From an optimization exercise on the open Yosys and OpenROAD flow, aimed at small area, a short achievable clock period and few clock cycles per item; shortcuts taken in it are not production practice.
In this exercise RTL edits were held to simulation tests only and were not proved equivalent to the original.

Design systolic_array_integration, start of the top module:
module systolic_array_integration #(
    parameter DATA_WIDTH = 32,
    parameter M = 3
) (
    input  wire clk,
    input  wire reset,
    input  wire start,
    input  wire [M-1:0]              s_valid_w,
    output wire [M-1:0]              s_ready_w,
    input  wire [M*DATA_WIDTH-1:0]   s_data_w,
    input  wire [M-1:0]              s_valid_a,
    output wire [M-1:0]              s_ready_a,
    input  wire [M*DATA_WIDTH-1:0]   s_data_a,
    output wire [M*M*DATA_WIDTH-1:0] result_out,
    output reg done
);
    wire [M-1:0] hvn_w, hvn_a;
    wire [M-1:0] hold_unused_w, hold_unused_a;
    wire [31:0]  hn_w [0:M-1];    
    wire [31:0]  hn_a [0:M-1];
    wire [31:0]  ha   [0:M-1];    
    wire [5:0]   hv_cell = {hvn_w, hvn_a} & {6{~reset}};
    reg  [1:0] step;       
    reg        fire;       
    reg        started;
    genvar i, j;
    generate
        for (i = 0; i < M; i = i + 1) begin : lane
            sync_fifo #(.OWN_HEAD(1)) wq (
                .clk(clk), .reset(reset),
                .s_valid(s_valid_w[i]), .s_ready(s_ready_w[i]),
                .s_data(s_data_w[i*32 +: 32]),
                .pop_next(&hv_cell), .hv_next(hvn_w[i]), .hold(hold_unused_w[i]),
                .head_next(hn_w[i]), .head_in(32'd0));
            sync_fifo #(.OWN_HEAD(0)) aq (
                .clk(clk), .reset(reset),
                .s_valid(s_valid_a[i]), .s_ready(s_ready_a[i]),
                .s_data(s_data_a[i*32 +: 32]),
                .pop_next(&hv_cell), .hv_next(hvn_a[i]), .hold(hold_unused_a[i]),
                .head_next(hn_a[i]), .head_in(ha[i]));
        end
        for (i = 0; i < M; i = i + 1) begin : row
  ...
Size in the first run: roughly 18000 cells after synthesis, about 500 I/O pins.
Settings: LEC_CHECK=0, CAP_MARGIN=70, CORE_MARGIN=2, CORE_UTILIZATION=60, CTS_BUF_LIST=sky130_fd_sc_hd__clkbuf_16, CTS_CLUSTER_DIAMETER=80, CTS_CLUSTER_SIZE=25, PLACE_DENSITY=0.75, SLEW_MARGIN=70, SYNTH_HIERARCHICAL=1; clock period 12.0 ns.
standard.sh (not shown) runs the stock make flow with config.mk's settings and CLKGATE_MAP_FILE= SYNTH_SCRIPT=/design/flow/synth_recipe.tcl, a recipe that flattens the netlist after the stock synthesis.
==> flow/flow/run.sh <==
#!/bin/bash
# Layout flow: the standard layout (standard.sh: the ORFS steps from
# synthesis to the routed layout) with two changes to how it is built:
#  - the input and output port buffers are inserted as
#    sky130_fd_sc_hd__buf_4 rather than the flow's default choice (every port
#    still gets its own buffer);
#  - after placement, the registers that drive output ports (results, lane
#    ready flags, done) are given drive strength 4 of the same cell type
#    (flow/upsize.tcl); the clock-tree step then legalizes the placement.
set -euo pipefail
export BUFFER_PORTS_ARGS="-buffer_cell sky130_fd_sc_hd__buf_4"
bash standard.sh place > standard_place.log 2>&1
PLACE_ODB="$PWD/orfs/results/sky130hd/systolic_array_integration/base/3_place.odb" \
  openroad -no_init -exit flow/upsize.tcl > upsize.log 2>&1
bash standard.sh > standard_finish.log 2>&1
==> flow/flow/upsize.tcl <==
# Give the registers that drive output ports a stronger drive strength (same
# cell type): the result registers, the lane ready registers and done. They
# drive long wires to their port buffers. Runs on the placed design; the
# clock-tree step that follows legalizes the placement again.
set odb $::env(PLACE_ODB)
read_db $odb
set db [ord::get_db]
set block [ord::get_db_block]
set swaps {
  sky130_fd_sc_hd__dfxtp_1 sky130_fd_sc_hd__dfxtp_4
  sky130_fd_sc_hd__dfxtp_2 sky130_fd_sc_hd__dfxtp_4
  sky130_fd_sc_hd__dfstp_1 sky130_fd_sc_hd__dfstp_4
  sky130_fd_sc_hd__dfstp_2 sky130_fd_sc_hd__dfstp_4
  sky130_fd_sc_hd__dfrtp_1 sky130_fd_sc_hd__dfrtp_4
  sky130_fd_sc_hd__dfrtp_2 sky130_fd_sc_hd__dfrtp_4
}
set n 0
foreach inst [$block getInsts] {
  set name [$inst getName]
  if {[string first "pe_unit.result" $name] < 0 && [string first ".ready" $name] < 0 && [string first "done" $name] != 0} { continue }
  set m [[$inst getMaster] getName]
  if {![dict exists $swaps $m]} { continue }
  set new [$db findMaster [dict get $swaps $m]]
  if {$new eq "NULL" || $new eq ""} { continue }
  if {[$inst swapMaster $new]} { incr n; puts "upsized $name $m -> [dict get $swaps $m]" }
}
puts "upsized $n registers"
write_db $odb
The starting point finished clean.
Testbench counts at the start, summed over its fixed seeds: cycles 3,360, items 480.
Next try:
==> flow/flow/run.sh (replaced) <==
#!/bin/bash
# Layout flow: the standard layout (standard.sh, all ORFS steps from
# synthesis to the routed layout), except that the input and output port
# buffers are inserted as sky130_fd_sc_hd__buf_4 rather than the flow's
# default choice. Every port still gets its own buffer.
set -euo pipefail
export BUFFER_PORTS_ARGS="-buffer_cell sky130_fd_sc_hd__buf_4"
bash standard.sh > standard_flow.log 2>&1
removed: flow/flow/upsize.tcl
Final cell count stays flat; non-clock buffer count stays the same; global-route usage hardly moves.

-- port drivers added, routing unchanged --
The results above use ideal ports. As a check the final layouts listed here were re-extracted and re-timed, cells and wires unchanged. Step 1: set_driving_cell puts a clkbuf_16 on clk and a buf_2 on each other input, an assumption about the parent block. Step 2 times the ports against the registers' clock, not the clock port: input delays grow and output delays shrink by t, the midpoint of the rising clock arrivals with the driver on. Three values: no drivers, after step 1, after step 2; two values: the first two.
| run | t, ns | slack for setup (ns) | worst setup path at the end | clock arrival spread, ns |
|---|---|---|---|---|
| the first run | 1.034 | 7.813 / 7.698 / 6.928 | input to register | 0.063 / 0.063 |
| the second run | 1.030 | 7.809 / 7.694 / 6.922 | input to register | 0.062 / 0.061 |
After both steps every run listed still meets setup and hold. For the second run, which loses most, drivers alone change the setup slack by -0.115 ns; drivers and shift together by -0.887 ns.
